From an optimization exercise on the open Yosys and OpenROAD flow, aimed at small area; shortcuts taken in it are not production practice. Only simulation tests tie the RTL to the original design; equivalence was not proved. Power is estimated from default activity; no workload was simulated.

run 1:
// video_uut
module video_uut (
    input  wire         clk_i           , 
    input  wire         cen_i           , 
    input  wire         rst_i           , 
    input  wire         vid_sel_i       , 
    input  wire [23:0]  vid_rgb_i       , 
    input  wire [1:0]   vh_blank_i      , 
    input  wire [2:0]   dvh_sync_i      , 
    output wire [2:0]   dvh_sync_o      , 
    output wire [23:0]  vid_rgb_o         
);
Size: about 2,700 cells after synthesis, about 140 flip-flops, roughly 60 I/O pins, about 0.018 sq mm of cells after synthesis.
Settings: LEC_CHECK=0, CAP_MARGIN=20, CORE_MARGIN=2, CORE_UTILIZATION=40, SLEW_MARGIN=20; clock period 13.0 ns.
standard.sh (not shown) runs the stock make flow with config.mk's settings and CLKGATE_MAP_FILE= SYNTH_SCRIPT=/design/flow/synth_recipe.tcl, a recipe that flattens the netlist after the stock synthesis.
==> flow/flow/run.sh <==
#!/bin/bash
# The standard layout (standard.sh) with buf_1 port buffers, a different clock
# tree (clkbuf_8 only,
# clusters of up to 20 sinks within 60 um, no dummy loads) and a different
# combinational mapping in
# synthesis:
#  - adders are left to ABC as plain logic (no full/half-adder cell
#    extraction, no Kogge-Stone carry network);
#  - ABC runs flow/deep.abc (deepsyn restructuring, then area-recovering
#    mapping) instead of ORFS's abc script.
# flow/synth.tcl is synth_recipe.tcl with an abc wrapper that swaps the script;
# registers, their names and cell types are those of the standard synthesis.
set -euo pipefail
export MY_ABC_SCRIPT="$PWD/flow/deep.abc"
bash standard.sh SYNTH_SCRIPT="$PWD/flow/synth.tcl" ADDER_MAP_FILE= SYNTH_OPERATIONS_ARGS=-nofsm GPL_KEEP_OVERFLOW=0 BUFFER_PORTS_ARGS="-buffer_cell sky130_fd_sc_hd__buf_1" CTS_ARGS="-sink_clustering_enable -repair_clock_nets -dont_use_dummy_load -sink_clustering_size 30 -sink_clustering_max_diameter 80 -buf_list {sky130_fd_sc_hd__clkbuf_8}" finish > make_finish.log 2>&1
==> flow/flow/deep.abc <==
strash
&get -n
&fraig -x
&deepsyn -T 100
&deepsyn -T 100
&put
strash
&get -n
&dch -f
&nf -R 1000
&put
==> flow/flow/synth.tcl <==
# synth_recipe.tcl with an abc wrapper: the ABC script is replaced by $MY_ABC_SCRIPT
proc synth {args} { yosys synth -nofsm -noshare {*}$args }
proc abc {args} {
  set out {}
  set skip 0
  foreach a $args {
    if {$skip} { set skip 0; continue }
    if {$a eq "-script"} { set skip 1; continue }
    lappend out $a
  }
  if {[info exists ::env(MY_ABC_SCRIPT)] && $::env(MY_ABC_SCRIPT) ne ""} {
    set out [linsert $out 0 -script $::env(MY_ABC_SCRIPT)]
  }
  yosys abc {*}$out
}
source $::env(SCRIPTS_DIR)/synth.tcl
# left out here: clear keep_hierarchy, flatten, clean up, hide names made inside functions, write 1_2_yosys.v
Run 1: all stages complete, timing, DRC and antenna checks passed
Input-level comparison between run 2 and run 1:
==> flow/flow/run.sh <==
#!/bin/bash
# The standard layout (standard.sh) with buf_1 port buffers, a different clock
# tree (clkbuf_8 only,
# clusters of up to 20 sinks within 60 um, no dummy loads) and a different
# combinational mapping in
# synthesis:
#  - adders are left to ABC as plain logic (no full/half-adder cell
#    extraction, no Kogge-Stone carry network);
#  - ABC runs flow/deep.abc (deepsyn restructuring, then ABC's area-oriented
#    mapper amap) instead of ORFS's abc script.
# flow/synth.tcl is synth_recipe.tcl with an abc wrapper that swaps the script;
# registers, their names and cell types are those of the standard synthesis.
set -euo pipefail
export MY_ABC_SCRIPT="$PWD/flow/deep.abc"
bash standard.sh SYNTH_SCRIPT="$PWD/flow/synth.tcl" ADDER_MAP_FILE= SYNTH_OPERATIONS_ARGS=-nofsm BUFFER_PORTS_ARGS="-buffer_cell sky130_fd_sc_hd__buf_1" CTS_ARGS="-sink_clustering_enable -repair_clock_nets -dont_use_dummy_load -sink_clustering_size 20 -sink_clustering_max_diameter 60 -buf_list {sky130_fd_sc_hd__clkbuf_8}" finish > make_finish.log 2>&1
==> flow/flow/deep.abc <==
strash
&get -n
&fraig -x
&deepsyn -T 100
&deepsyn -T 100
&put
strash
dch -f
amap
[summary]
Looking at the reports, run 2 completed the entire flow and the layout it produced met the timing, DRC and antenna checks. Re non-clock buffer area fraction after layout: run 2 is 1.6 points up on run 1. Summary: final routed wirelength across all metal layers, run 2 worse than run 1. Post-route clock skew, run 1 and run 2: smaller value in run 2. Going from run 1 to run 2, sum of routed wire segments on met1 went up; final-stage net count now sits higher; final antenna-violating net count essentially unchanged; share of the clock period used by the worst path shows a reduction of 2.6 points. Delta (run 2 minus run 1): post-CTS setup-driven buffer insertion count fell by 1, wire length on met3 rose by 50%, post-place instance area fell by about 2%.
diff inputs: run 2 => run 3
--- a/flow/flow/run.sh
+++ b/flow/flow/run.sh
@@ -7,6 +7,6 @@
 #  - adders are left to ABC as plain logic (no full/half-adder cell
 #    extraction, no Kogge-Stone carry network);
-#  - ABC runs flow/deep.abc (deepsyn restructuring, then ABC's area-oriented
-#    mapper amap) instead of ORFS's abc script.
+#  - ABC runs flow/deep.abc (deepsyn restructuring, then area-recovering
+#    mapping) instead of ORFS's abc script.
 # flow/synth.tcl is synth_recipe.tcl with an abc wrapper that swaps the script;
 # registers, their names and cell types are those of the standard synthesis.
--- a/flow/flow/deep.abc
+++ b/flow/flow/deep.abc
@@ -6,4 +6,6 @@
 &put
 strash
-dch -f
-amap
+&get -n
+&dch -f
+&nf -R 1000
+&put
--- outcome ---
When run 3 is measured against run 2, its worst setup slack turns out 230 ps lower. From run 2 to run 3 the numbers moved as follows: part of the cycle the worst path needs has increased, fmax has decreased.

Starting RTL as in the previous note.
clock: 13.0 ns
lec_check: 0
cap_margin: 20
core_margin: 2
core_utilization: 40
slew_margin: 20
==> flow/flow/run.sh <==
#!/bin/bash
# The standard layout (standard.sh) with buf_1 port buffers, a different clock
# tree (clkbuf_8 only,
# clusters of up to 20 sinks within 60 um, no dummy loads) and a different
# combinational mapping in
# synthesis, and timing-driven global placement that keeps none of its trial
# repairs (GPL_KEEP_OVERFLOW=0; the later repair steps fix what is needed).
# Synthesis:
#  - adders are left to ABC as plain logic (no full/half-adder cell
#    extraction, no Kogge-Stone carry network);
#  - ABC runs flow/deep.abc (deepsyn restructuring, then area-recovering
#    mapping) instead of ORFS's abc script.
# flow/synth.tcl is synth_recipe.tcl with an abc wrapper that swaps the script;
# registers, their names and cell types are those of the standard synthesis.
set -euo pipefail
export MY_ABC_SCRIPT="$PWD/flow/deep.abc"
bash standard.sh SYNTH_SCRIPT="$PWD/flow/synth.tcl" ADDER_MAP_FILE= SYNTH_OPERATIONS_ARGS=-nofsm GPL_KEEP_OVERFLOW=0 BUFFER_PORTS_ARGS="-buffer_cell sky130_fd_sc_hd__buf_1" CTS_ARGS="-sink_clustering_enable -repair_clock_nets -dont_use_dummy_load -sink_clustering_size 20 -sink_clustering_max_diameter 60 -buf_list {sky130_fd_sc_hd__clkbuf_8}" finish > make_finish.log 2>&1
==> flow/flow/deep.abc <==
strash
&get -n
&fraig -x
&deepsyn -T 100
&deepsyn -T 100
&put
strash
&get -n
&dch -f
&nf -R 1000
&put
Scripts as last shown in full above: flow/flow/synth.tcl
Change:
--- a/flow/flow/run.sh
+++ b/flow/flow/run.sh
@@ -4,7 +4,5 @@
 # clusters of up to 20 sinks within 60 um, no dummy loads) and a different
 # combinational mapping in
-# synthesis, and timing-driven global placement that keeps none of its trial
-# repairs (GPL_KEEP_OVERFLOW=0; the later repair steps fix what is needed).
-# Synthesis:
+# synthesis:
 #  - adders are left to ABC as plain logic (no full/half-adder cell
 #    extraction, no Kogge-Stone carry network);
Outcome:
- The changed run finished with timing, DRC and antenna clean
- clock power stays flat
- clock-buffer cell count is unchanged
- power stays the same
- first-iteration DRC count stays the same
- setup slack does not change
- synthesized cell count is unchanged
- area after synthesis is unchanged

## job 4401
video_uut, a different RTL version from the one above (not shown whole).
Size: about 4900 cells after synthesis, about 240 flip-flops.
==> flow/config.mk <==
export PLATFORM = sky130hd
export DESIGN_NAME = video_uut
export DESIGN_NICKNAME = video_uut
export VERILOG_FILES = /design/flow/design.v
export SDC_FILE = /design/flow/constraint.sdc
export NUM_CORES = 4
export LEC_CHECK = 0
export ABC_AREA = 1
export CAP_MARGIN = 20
export CORE_MARGIN = 2
export CORE_UTILIZATION = 40
export SLEW_MARGIN = 20
==> flow/constraint.sdc <==
create_clock -name core_clock -period 13.0 [get_ports {clk_i}]
set_input_delay 2.6000 -clock core_clock [delete_from_list [all_inputs] [get_ports {clk_i}]]
set_output_delay 2.6000 -clock core_clock [all_outputs]
set_load 0.01 [all_outputs]
==> flow/flow/run.sh <==
#!/bin/bash
# The standard layout (standard.sh), with one change to synthesis: adders are
# left to ABC as plain logic (no full/half-adder cell extraction, no
# Kogge-Stone carry network), mapped with ABC's area script. Registers, their
# names and cell types are those of the standard synthesis.
set -euo pipefail
bash standard.sh ABC_AREA=1 ADDER_MAP_FILE= SYNTH_OPERATIONS_ARGS=-nofsm finish > make_finish.log 2>&1
Job 4401 closes out successfully: all stages finished, all timing, DRC and antenna checks passed.
The inputs of job 8974 differ from those of job 4401 as listed below.
==> flow/flow/run.sh <==
#!/bin/bash
# The standard layout (standard.sh) with a different combinational mapping in
# synthesis:
#  - adders are left to ABC as plain logic (no full/half-adder cell
#    extraction, no Kogge-Stone carry network);
#  - ABC runs flow/deep.abc (deepsyn restructuring, then area-recovering
#    mapping) instead of ORFS's abc script.
# flow/synth.tcl is synth_recipe.tcl with an abc wrapper that swaps the script;
# registers, their names and cell types are those of the standard synthesis.
set -euo pipefail
export MY_ABC_SCRIPT="$PWD/flow/deep.abc"
bash standard.sh SYNTH_SCRIPT="$PWD/flow/synth.tcl" ADDER_MAP_FILE= SYNTH_OPERATIONS_ARGS=-nofsm finish > make_finish.log 2>&1
==> flow/flow/deep.abc (new file) <==
strash
&get -n
&fraig -x
&deepsyn -T 100
&deepsyn -T 100
&put
strash
&get -n
&dch -f
&nf -R 1000
&put
==> flow/flow/synth.tcl (new file) <==
# synth_recipe.tcl with an abc wrapper: the ABC script is replaced by $MY_ABC_SCRIPT
proc synth {args} { yosys synth -nofsm -noshare {*}$args }
proc abc {args} {
  set out {}
  set skip 0
  foreach a $args {
    if {$skip} { set skip 0; continue }
    if {$a eq "-script"} { set skip 1; continue }
    lappend out $a
  }
  if {[info exists ::env(MY_ABC_SCRIPT)] && $::env(MY_ABC_SCRIPT) ne ""} {
    set out [linsert $out 0 -script $::env(MY_ABC_SCRIPT)]
  }
  yosys abc {*}$out
}
source $::env(SCRIPTS_DIR)/synth.tcl
# left out here: clear keep_hierarchy, flatten, clean up, hide names made inside functions, write 1_2_yosys.v
diff --git a/flow/config.mk b/flow/config.mk
--- a/flow/config.mk
+++ b/flow/config.mk
@@ -7,3 +7,2 @@
 export LEC_CHECK = 0
-export ABC_AREA = 1
 export CAP_MARGIN = 20
Findings:
Changes observed in job 8974 relative to job 4401: maximum vdd drop has increased; aggregate routed wire length has decreased; via count has decreased.
### job 8974 -> job 7002
diff --git a/flow/flow/run.sh b/flow/flow/run.sh
--- a/flow/flow/run.sh
+++ b/flow/flow/run.sh
@@ -11,2 +11,2 @@
 export MY_ABC_SCRIPT="$PWD/flow/deep.abc"
-bash standard.sh SYNTH_SCRIPT="$PWD/flow/synth.tcl" ADDER_MAP_FILE= SYNTH_OPERATIONS_ARGS=-nofsm finish > make_finish.log 2>&1
+bash standard.sh SYNTH_SCRIPT="$PWD/flow/synth.tcl" ADDER_MAP_FILE= SYNTH_OPERATIONS_ARGS=-nofsm CTS_ARGS="-sink_clustering_enable -repair_clock_nets -dont_use_dummy_load -sink_clustering_size 25 -sink_clustering_max_diameter 60" finish > make_finish.log 2>&1
Findings:
- The overall power in job 7002 is 0.948 times that in job 8974.
- In job 7002, clock share of power is lower than in job 8974.
- Total wire length after detailed routing across job 8974 and job 7002: no real change.
- In job 7002 the cell count turned out 22 lower than in job 8974.
- Job 7002 finished all stages; the layout is clean.

[what the ideal ports hide]
The results above use ideal ports. As a check the final layouts listed here were re-extracted and re-timed, cells and wires unchanged. Step 1 assumes that a clkbuf_16 drives the clock port and a buf_2 every other input. Step 2 also shifts input and output timing later by t, the mid clock arrival at the registers, as if the neighbouring blocks saw the same clock. Slacks: ideal / step 1 / step 2; pairs: ideal / step 1.
run | shift t [ns] | slack for setup (ns) | worst register clock-pin slew, ns | worst slew at a driven data input, ns
run 1 | 0.621 | 1.005 / 1.005 / 1.005 | 0.10 / 0.10 | 0.03
run 2 | 0.619 | 1.344 / 1.344 / 1.344 | 0.09 / 0.09 | 0.03
run 3 | 0.591 | 1.113 / 1.113 / 1.113 | 0.09 / 0.09 | 0.03
the first run of note 2 | 0.621 | 1.005 / 1.005 / 1.005 | 0.10 / 0.10 | 0.03
the second run of note 2 | 0.621 | 1.005 / 1.005 / 1.005 | 0.10 / 0.10 | 0.03
job 4401 | 0.668 | 5.242 / 5.242 / 5.242 | 0.06 / 0.06 | 0.03
job 8974 | 0.630 | 4.153 / 4.153 / 4.153 | 0.06 / 0.06 | 0.04
job 7002 | 0.637 | 4.109 / 4.109 / 4.109 | 0.07 / 0.07 | 0.04
After both steps setup and hold are still met in every run listed.
